Context: an optimization exercise on an open-source flow, tuned for small area. The choices shown serve that exercise and are no tape-out recipe. Function not checked in this run: the RTL went through the layout flow alone. Power figures rest on the tool's default switching activity, not on a simulated workload.

==> design.v <==
`timescale 1ns / 1ps
module twosec_clk(fastclk, rst, slowclk, rise);
    input fastclk;  
    input rst;  
    output reg slowclk;  
    output rise;  
    reg[31:0] counter;
    assign rise = (counter == 50) && !slowclk;
    always @ (posedge fastclk)
    begin
    if(rst)
    begin
              counter <= 0;
              slowclk <= 0;
        end
    else if(counter == 50)
    begin
              counter <= 1;
              slowclk <= ~slowclk;
        end
    else
    begin
              counter <= counter + 1;
        end
    end
endmodule
`timescale 1ns / 1ps
module onesec_clk(fastclk, rst, slowclk, rise);
    input fastclk;  
    input rst;  
    output reg slowclk;  
    output rise;  
    reg[31:0] counter;
    assign rise = (counter == 100) && !slowclk;
    always @ (posedge fastclk)
    begin
    if(rst)
    begin
              counter <= 0;
              slowclk <= 0;
        end
    else if(counter == 100)
    begin
              counter <= 1;
              slowclk <= ~slowclk;
        end
    else
    begin
              counter <= counter + 1;
        end
    end
endmodule
`timescale 1ns / 1ps
module show_clk(fastclk, rst, slowclk, rise);
    input fastclk;  
    input rst;  
    output reg slowclk;  
    output rise;  
    reg[31:0] counter;
    assign rise = (counter == 5) && !slowclk;
    always @ (posedge fastclk)
    begin
    if(rst)
    begin
              counter <= 0;
              slowclk <= 0;
        end
    else if(counter == 5)
    begin
              counter <= 1;
              slowclk <= ~slowclk;
        end
    else
    begin
              counter <= counter + 1;
        end
    end
endmodule
`timescale 1ns / 1ps
module debounce_mod(
                    input clk,
                    input rst,
                    input en,
                    input PB,
                    output reg PB_state
                    );
 reg first_sync;
 always @(posedge clk)
    if(rst) begin
        first_sync <= 0;
        PB_state <= 0;
    end
    else if(en) begin
        first_sync <= PB;
        PB_state <= first_sync;
    end
endmodule
`timescale 1ns / 1ps
module synch_input(
                    input clk,
                    input rst,
                    input sync_button,
                    output reg one_pulse
                    );
    reg [2:0] current_state;
    reg [2:0] state_next;
always @(*)
begin
    begin
    case(current_state)
    0:begin
        if(sync_button == 1'b1)
        begin
            one_pulse = 1;
            state_next = 1;
        end
        else
        begin
            one_pulse = 0;
            state_next = 0;
        end
    end
    1:begin
        if(sync_button == 1'b0)
            begin
                one_pulse = 0;
                state_next = 0;
            end
        else
            begin
                one_pulse = 0;
                state_next = 1;
            end
        end
    default : begin
        one_pulse = 0;
        state_next = 0;
    end
    endcase
    end
end
always @ (posedge clk)
    begin
        if(rst)
            current_state <= 0;
        else
            current_state <= state_next;
    end
endmodule
`timescale 1ns / 1ps
module button_counter(CLK, RST, CLK_1sec, CLK_2sec, button_U, button_L, button_R, button_D, RESET_10, RESET_205, sec_out0, sec_out1, sec_out2, sec_out3, LED);
input CLK, RST, CLK_1sec, CLK_2sec, button_U, button_L, button_R, button_D, RESET_10, RESET_205;
output reg LED;
output reg[3:0] sec_out0;
output reg[3:0] sec_out1;
output reg[3:0] sec_out2;
output reg[3:0] sec_out3;
reg[15:0] count;
reg[1:0] module_type;
reg[1:0] next_module;
always @(posedge CLK)
begin
  if(RST)
  begin
    count <= 0;
    LED <= 0;
  end
  else
  begin
    if(RESET_10)
    begin 
        count <= 10;
        LED <= 1;
    end
    else if(RESET_205)
    begin
        count <= 205;
        LED <= 1;
    end
    else if(count >= 9999)
    begin
        count <= 9999;
    end
    else if(button_U)
    begin
        if((count + 10) >= 9999)
        begin
            count <= 9999;
        end
        else
        begin 
            count <= count + 10;
        end
    end
    else if(button_L == 1)
    begin 
        if((count + 180) >= 9999)
        begin
            count <= 9999;
        end
        else
        begin 
            count <= count + 180;
        end
    end
    else if(button_R == 1)
    begin 
        if((count + 200) >= 9999)
        begin
            count <= 9999;
        end
        else
        begin 
            count <= count + 200;
        end
    end
    else if(button_D == 1)
    begin 
        if((count + 550) >= 9999)
        begin
            count <= 9999;
        end
        else
        begin 
            count <= count + 550;
        end
    end
    else
    begin
        count <= count; 
    end
    if(CLK_1sec)
    begin
        if((count > 0) && (RESET_10 == 0) && (RESET_205 == 0))
        begin
            count <= count - 1;
        end
        else
        begin
            count <= count;
        end
     end
  end
end
always @(*) 
    begin
        case(module_type)   
            2'b00: next_module = 2'b01;
            2'b01: next_module = 2'b10;
            2'b10: next_module = 2'b11;
            2'b11: next_module = 2'b00;
        endcase
    end    
always @(*)
    begin    
        case (module_type)
            2'b00: 
                begin
                    if((count == 0))
                    begin
                        sec_out0 = 0;
                        sec_out1 = 0;
                        sec_out2 = 0;
                        sec_out3 = 0;    
                    end
                    else if(count < 200)
                    begin
                        sec_out0 = (count % 10);
                        sec_out1 = ((count / 10) % 10);
                        sec_out2 = ((count / 100) % 10);
                        sec_out3 = ((count / 1000) % 10);
                    end  
                    else
                    begin
                        sec_out0 = (count % 10);
                        sec_out1 = ((count / 10) % 10);
                        sec_out2 = ((count / 100) % 10);
                        sec_out3 = ((count / 1000) % 10);
                    end    
                end
            2'b01:
                begin
                    if((count == 0))
                    begin
                        sec_out0 = 4'b1111;
                        sec_out1 = 4'b1111;
                        sec_out2 = 4'b1111;
                        sec_out3 = 4'b1111;    
                    end
                    else if(count < 200)
                    begin
                        sec_out0 = (count % 10);
                        sec_out1 = ((count / 10) % 10);
                        sec_out2 = ((count / 100) % 10);
                        sec_out3 = ((count / 1000) % 10);
                    end  
                    else
                    begin
                        sec_out0 = (count % 10);
                        sec_out1 = ((count / 10) % 10);
                        sec_out2 = ((count / 100) % 10);
                        sec_out3 = ((count / 1000) % 10);
                    end                       
                end
            2'b10:
                begin 
                    if(count == 0)
                    begin
                        sec_out0 = 0;
                        sec_out1 = 0;
                        sec_out2 = 0;
                        sec_out3 = 0;    
                    end
                    else if(count < 200)
                    begin
                        sec_out0 = 4'b1111;
                        sec_out1 = 4'b1111;
                        sec_out2 = 4'b1111;
                        sec_out3 = 4'b1111; 
                    end  
                    else
                    begin
                        sec_out0 = (count % 10);
                        sec_out1 = ((count / 10) % 10);
                        sec_out2 = ((count / 100) % 10);
                        sec_out3 = ((count / 1000) % 10);
                    end
                end
        2'b11:
            begin
                    if(count == 0)
                    begin
                        sec_out0 = 4'b1111;
                        sec_out1 = 4'b1111;
                        sec_out2 = 4'b1111;
                        sec_out3 = 4'b1111;    
                    end
                    else if(count < 200)
                    begin
                        sec_out0 = 4'b1111;
                        sec_out1 = 4'b1111;
                        sec_out2 = 4'b1111;
                        sec_out3 = 4'b1111; 
                    end  
                    else
                    begin
                        sec_out0 = (count % 10);
                        sec_out1 = ((count / 10) % 10);
                        sec_out2 = ((count / 100) % 10);
                        sec_out3 = ((count / 1000) % 10);
                    end
            end 
        default: 
            begin
                sec_out0 = 0;
                sec_out1 = 0;
                sec_out2 = 0;
                sec_out3 = 0;
            end
    endcase
end
always @(posedge CLK) 
    begin
        if(RST)
            module_type <= 0;
        else if(CLK_2sec)
            module_type <= next_module;
    end
endmodule
`timescale 1ns / 1ps
module hexto7segment(x, r);
    input [3:0] x;
    output reg [6:0] r;
    always @(*) begin
        case (x) 
            4'b0000: r = 7'b0000001;
            4'b0001: r = 7'b1001111;
            4'b0010: r = 7'b0010010;
            4'b0011: r = 7'b0000110;
            4'b0100: r = 7'b1001100;
            4'b0101: r = 7'b0100100;
            4'b0110: r = 7'b0100000;
            4'b0111: r = 7'b0001111;
            4'b1000: r = 7'b0000000;
            4'b1001: r = 7'b0000100;
            4'b1010: r = 7'b0000010;
            4'b1011 : r = 7'b1100000;
            4'b1100 : r = 7'b0110001;
            4'b1101 : r = 7'b1000010;
            4'b1110 : r = 7'b0110000;
            4'b1111 : r = 7'b1111111;
        endcase
    end
endmodule
`timescale 1ns / 1ps
module clock_display(
    input CLK,
    input rst,
    output clk_rise
);
    reg[2:0] COUNT;
    assign clk_rise = (COUNT == 3'b011);
    always @(posedge CLK) begin
        if(rst)
            COUNT <= 0;
        else
            COUNT <= COUNT + 1;
    end
endmodule
`timescale 1ns / 1ps
module display_board(input clk,
    input rst,
    input en,
    input [6:0] in0,
    input [6:0] in1,
    input [6:0] in2,
    input [6:0] in3,
    output reg[3:0] an,
    output reg[6:0] sseg,
    output reg dp
);
    reg[1:0] state;
    reg[1:0] next_state;
    always @(*) begin
        case(state)
            2'b00: next_state = 2'b01;
            2'b01: next_state = 2'b10;
            2'b10: next_state = 2'b11;
            2'b11: next_state = 2'b00;
        endcase
    end
    always @(*) begin
        case(state)
            2'b00: begin sseg = in0; dp = 1; end
            2'b01: begin sseg = in1; dp = 1; end
            2'b10: begin sseg = in2; dp = 1; end
            2'b11: begin sseg = in3; dp = 1; end
        endcase
    end
    always @(*) begin
        case(state)
            2'b00: an = 4'b1110;
            2'b01: an = 4'b1101;
            2'b10: an = 4'b1011;
            2'b11: an = 4'b0111;
        endcase
    end
    always @(posedge clk) begin
        if(rst)
            state <= 0;
        else if(en)
            state <= next_state;
    end
endmodule
`timescale 1ns / 1ps
module Top(CLK, RST, BUTTON_U, BUTTON_L, BUTTON_R, BUTTON_D, RESET_10, RESET_205, an, sseg, dp, LED);
input CLK, RST, BUTTON_U, BUTTON_L, BUTTON_R, BUTTON_D, RESET_10, RESET_205;
output [3:0] an;
output [6:0] sseg;
output dp;
output LED;
wire[3:0] sec_out0;
wire[3:0] sec_out1;
wire[3:0] sec_out2;
wire[3:0] sec_out3;
wire two_clock;
wire two_clock_rise;
wire one_clock;
wire one_clock_rise;
wire one_clock_single_pulse;
wire show_clock;
wire show_clock_rise;
wire slow_clock_rise;
wire out_buttonU;
wire out_buttonL;
wire out_buttonR;
wire out_buttonD;
wire out_buttonU_1;
wire out_buttonL_1;
wire out_buttonR_1;
wire out_buttonD_1;
wire[6:0] in0;
wire[6:0] in1, in2, in3;
twosec_clk c1(CLK, RST, two_clock, two_clock_rise);
onesec_clk c2(CLK, RST, one_clock, one_clock_rise);
show_clk c18(CLK, RST, show_clock, show_clock_rise);
debounce_mod c3(CLK, RST, show_clock_rise, BUTTON_U, out_buttonU);
debounce_mod c4(CLK, RST, show_clock_rise, BUTTON_L, out_buttonL);
debounce_mod c5(CLK, RST, show_clock_rise, BUTTON_R, out_buttonR);
debounce_mod c6(CLK, RST, show_clock_rise, BUTTON_D, out_buttonD);
synch_input c7(CLK, RST, out_buttonU, out_buttonU_1);
synch_input c8(CLK, RST, out_buttonL, out_buttonL_1);
synch_input c9(CLK, RST, out_buttonR, out_buttonR_1);
synch_input c10(CLK, RST, out_buttonD, out_buttonD_1);
synch_input c20(CLK, RST, one_clock, one_clock_single_pulse);
button_counter c11(CLK, RST, one_clock_single_pulse, two_clock_rise, out_buttonU_1, out_buttonL_1, out_buttonR_1, out_buttonD_1, RESET_10, RESET_205, sec_out0, sec_out1, sec_out2, sec_out3, LED);
hexto7segment c12(.x(sec_out0), .r(in0));
hexto7segment c13(.x(sec_out1), .r(in1));
hexto7segment c14(.x(sec_out2), .r(in2));
hexto7segment c15(.x(sec_out3), .r(in3));
clock_display c16(CLK, RST, slow_clock_rise);
display_board c17(CLK, RST, slow_clock_rise, in0, in1, in2, in3, an, sseg, dp);
endmodule
==> run.sh <==
#!/bin/bash
# synth_recipe.tcl (not shown) runs the flow's synth.tcl, then flattens the netlist and writes it again
# the make line also repeats each setting of config.mk as NAME=value (left out here)
make -C /OpenROAD-flow-scripts/flow DESIGN_CONFIG=/design/flow/config.mk WORK_HOME=/design/flow/orfs CLKGATE_MAP_FILE= SYNTH_SCRIPT=/design/flow/synth_recipe.tcl finish
==> config.mk <==
export PLATFORM = sky130hd
export DESIGN_NAME = Top
export DESIGN_NICKNAME = Top
export VERILOG_FILES = /design/flow/design.v
export SDC_FILE = /design/flow/constraint.sdc
export NUM_CORES = 4
export LEC_CHECK = 0
export CAP_MARGIN = 20
export CORE_MARGIN = 2
export CORE_UTILIZATION = 40
export PLACE_DENSITY = 0.6
export SLEW_MARGIN = 20
==> constraint.sdc <==
create_clock -name core_clock -period 15.0 [get_ports {CLK}]
set_input_delay 3.0000 -clock core_clock [delete_from_list [all_inputs] [get_ports {CLK}]]
set_output_delay 3.0000 -clock core_clock [all_outputs]
set_load 0.01 [all_outputs]
==> results.json <==
{
  "cp.arrival_ns": 11.68,
  "drv_cap": 0,
  "async_flop_share_pct": 0,
  "timing.final.ws_setup_ns": 0.323,
  "worstSkewPairLatency_ns": 0.43,
  "holdWs_ns": 0.421,
  "dieArea_um2": 52300,
  "nNetsFinal": 3040,
  "insertedDiodeCount": 0,
  "yosys.area_share.simple_pct": 30.2,
  "p_leak_nw": 8.63,
  "drcViolationCount": 0,
  "syn-cell-area_um2": 20200,
  "drive_gt1_share_pct": 14.6,
  "place_inst": 3563,
  "grt_max_degree": 50,
  "cp-startpoint": "c11.count[13]",
  "finalHoldViolations": 0,
  "synthTopCellsByArea": "dfxtp_1 13%, nor2_1 6.5%, nand2_1 5.2%, ha_1 5.0%, o21ai_0 4.7%",
  "reg2reg_depth": 21,
  "power_mw": 1.73,
  "yosys_most_used_dff": "dfxtp_1",
  "crit_fanout": 6,
  "overflow": 0,
  "first_iter_violations": 2018,
  "synthXorXnorAreaFrac_pct": 8.34,
  "yosys-mux-area-fraction_pct": 4.16,
  "antenna_found_initial": 2,
  "cts-hold-fix-buffers": 0,
  "clkTransAtPathRegs_ns": 0.06,
  "grt_pass1_wl_mm": 111,
  "gp_congestion": 0.969,
  "endpoint_kind": "output port",
  "synth-edff-count": 0,
  "syn-num-nets": 3009,
  "drt-pass1-iter-count": 5,
  "pin_count": 21,
  "yosys_warnings": 9,
  "setup.worst_path.end": "sseg[4]",
  "synth_fa_ha_area_share_pct": 5.55,
  "cts_tree": "yes",
  "period_minus_slack_ns": 14.68,
  "avgViaCountPerCell": 6.25,
  "skew_ns": 0.0109,
  "routedWlPerCell_um": 19.1,
  "yosys-top-cells-count": "351 x nor2_1, 281 x nand2_1, 189 x o21ai_0, 174 x a21oi_1, 136 x dfxtp_1",
  "cts.sinks": 136,
  "powerDensity_nw_per_um2": 75.7,
  "initial_core_util_pct": 40.4,
  "start_kind": "flop",
  "routed-via-count": 22700,
  "rows": 82,
  "die_h_um": 229,
  "core_area_um2": 50000,
  "finalNonFillerCells": 3635,
  "hp-class": "reg -> reg",
  "dp_hpwl_mm": 52.5,
  "relSlewSlack_pct": 23.5,
  "yosysUniqueCellTypes": 132,
  "cpPeakStageDelay_ns": 0.59,
  "cts_buffer_depth": 2,
  "port_buffers": 19,
  "ant_nets": 0,
  "fmax_ghz": 0.0681,
  "r2r-end": "c11.count[1]",
  "cts_buffers": 17,
  "yosys.area.top_type": "dfxtp_1",
  "timing.reg2reg.setup_slack_ns": 9.13,
  "synth_top_family_by_area": "compound AO/OA/AOI/OAI gates",
  "synth.top_cell.area_share_pct": 13.5,
  "final_core_util_pct": 45.6,
  "synth-seq-area-share_pct": 13.5,
  "criticalPathCategory": "reg -> out",
  "area_growth_pct": 12.9,
  "cp_common_cell": "buf_4",
  "synth_seq_cells": 136,
  "critical-path-slowest-cell": "or4b_1",
  "report.final.setup_viol": 0,
  "yosysMostFrequentCell": "nor2_1",
  "synth-compound-area-share_pct": 32.1,
  "worst_pin_slew_ns": 1.12,
  "die_w_um": 229,
  "maxSlewViolCount": 0,
  "fin_crit_sh_pct": 97.8,
  "status": "finished clean",
  "syn_area_per_cell_um2": 6.91,
  "grt_usage_pct": 25.3,
  "ir_drop_uv": 113,
  "h-tree-depth": 4,
  "cp.required_ns": 12.00,
  "regToRegStartpoint": "c11.count[5]",
  "ctsRootBufferMaster": "clkbuf_16",
  "syn_inst": 2921,
  "grt_pass1_vias": 21200,
  "dp_slack_ns": -0.343,
  "drt_wl_total_mm": 69.3
}
==> stage by stage <==
step,setup TNS (ns),area (um^2)
after floorplan,0,20200
after global placement,-0.542,21400
after detailed placement,-1.52,21400
after CTS,-0.0387,22100
after global routing,-0.0327,22800
final,0,22800
==> power by group <==
part           switching, mW  internal (mW)
Clock                  0.154          0.251
Sequential           0.00470          0.367
Combinational          0.555          0.394
==> cells by family (layout without fill, tap and decap cells) <==
kind of cell    Yosys count  count (layout)
simple gates           1234            1234
xor+xnor                187             187
buf+inv                 277             319
flops                   136             136
other cells               1               1
compound gates          918             918
mux                      76              76
fa+ha+maj                92              92
==> sequential cells by signal, summed over array words and instances, names as in the netlist, 2 cells and up <==
name             cells
c17.state            2
c1.counter          32
c16.COUNT            3
c18.counter         32
c11.count           16
c2.counter          32
c11.module_type      2
==> metal layers <==
layer | share of wire, % | track usage (%)
met2 | 46 | 42.2
met3 | 5.1 | 2.16
met4 | 3.3 | 9.50
met1 | 45 | 33.8
met5 | 0 | 0
==> cell usage in the layout, fill, tap and decap left out, drive strengths merged, types with 12 or more instances in the layout <==
cell	netlist	routed
o211ai	34	34
or3	39	39
a21o	29	29
nand4	39	39
nor2	359	359
ha	80	80
nor4	46	46
nand3	128	128
a22oi	17	17
dfxtp	136	136
nand2b	35	35
a31o	23	23
clkdlybuf4s50	0	12
o21ai	213	213
a21oi	177	177
or4	14	14
clkbuf	106	23
o21a	21	21
nor2b	30	30
and2	27	27
maj3	12	12
a211oi	51	51
mux2	14	14
mux2i	59	59
inv	86	86
and3	37	37
or2	30	30
a31oi	55	55
a211o	18	18
o22ai	28	28
a21boi	16	16
xor2	83	83
buf	80	180
a2111oi	12	12
a311oi	12	12
xnor2	104	104
o31ai	24	24
a221oi	23	23
nand2	283	283
nor3	117	117
==> cell type report <==
type | instances | area (um^2)
inverter | 91 | 345
clock inverter | 7 | 96.3
multi-input combinational | 2508 | 16800
fill | 5195 | 27200
tap | 672 | 841
sequential | 136 | 2730
clock buffer | 23 | 468
timing repair buffer | 198 | 1560
==> worst min-delay path by stage <==
| stage | end | cells after the start | slack (ns) | startpoint |
|---|---|---|---|---|
| 6_report | c16.COUNT[0] | 1 | 0.42 | c16.COUNT[0] |
| 5_1_grt | c16.COUNT[0] | 1 | 0.45 | c16.COUNT[0] |
| 4_1_cts | c16.COUNT[0] | 1 | 0.42 | c16.COUNT[0] |
| 3_5_place_dp | c16.COUNT[0] | 1 | 0.41 | c16.COUNT[0] |
| 3_3_place_gp | c16.COUNT[0] | 1 | 0.41 | c16.COUNT[0] |
| 2_1_floorplan | c16.COUNT[0] | 1 | 0.40 | c16.COUNT[0] |
==> worst max-delay path: cells and delay by family, from the launching register on <==
family,cells,cell delay [ns]
AO/OA/AOI/OAI,18,4.17
AND/OR/NAND/NOR,16,4.06
buffers and inverters,6,1.20
multiplexers,3,0.94
adder cells (fa/ha/maj),2,0.54
flip-flops,1,0.33
==> what timing repair did <==
action                     4_1_cts  5_1_grt
setup endpoints to repair        7        7
pin swaps                        3       37
resized for setup               32       91
setup buffers                    2       40

afterwards: timing with drivers on the ports:
The results above use ideal ports. As a check the final layout listed here was re-extracted and re-timed, cells and wires unchanged. Step 1: set_driving_cell puts a clkbuf_16 on CLK and a buf_2 on each other input, an assumption about the parent block. Step 2 moves the port delays by t, midway between the first and last clock arrival at a register: inputs arrive t later, outputs are due t later. That takes back most of the time a late clock gives input paths. a / b / c = ideal / step 1 / step 2; a / b = the first two.
shift t [ns]: 0.470
setup WS [ns]: 0.323 / 0.276 / 0.746
worst setup path at the end: register to output
After both steps this run still meets setup and hold. For this run, drivers alone change the setup slack by -0.047 ns; drivers and shift together by +0.423 ns.
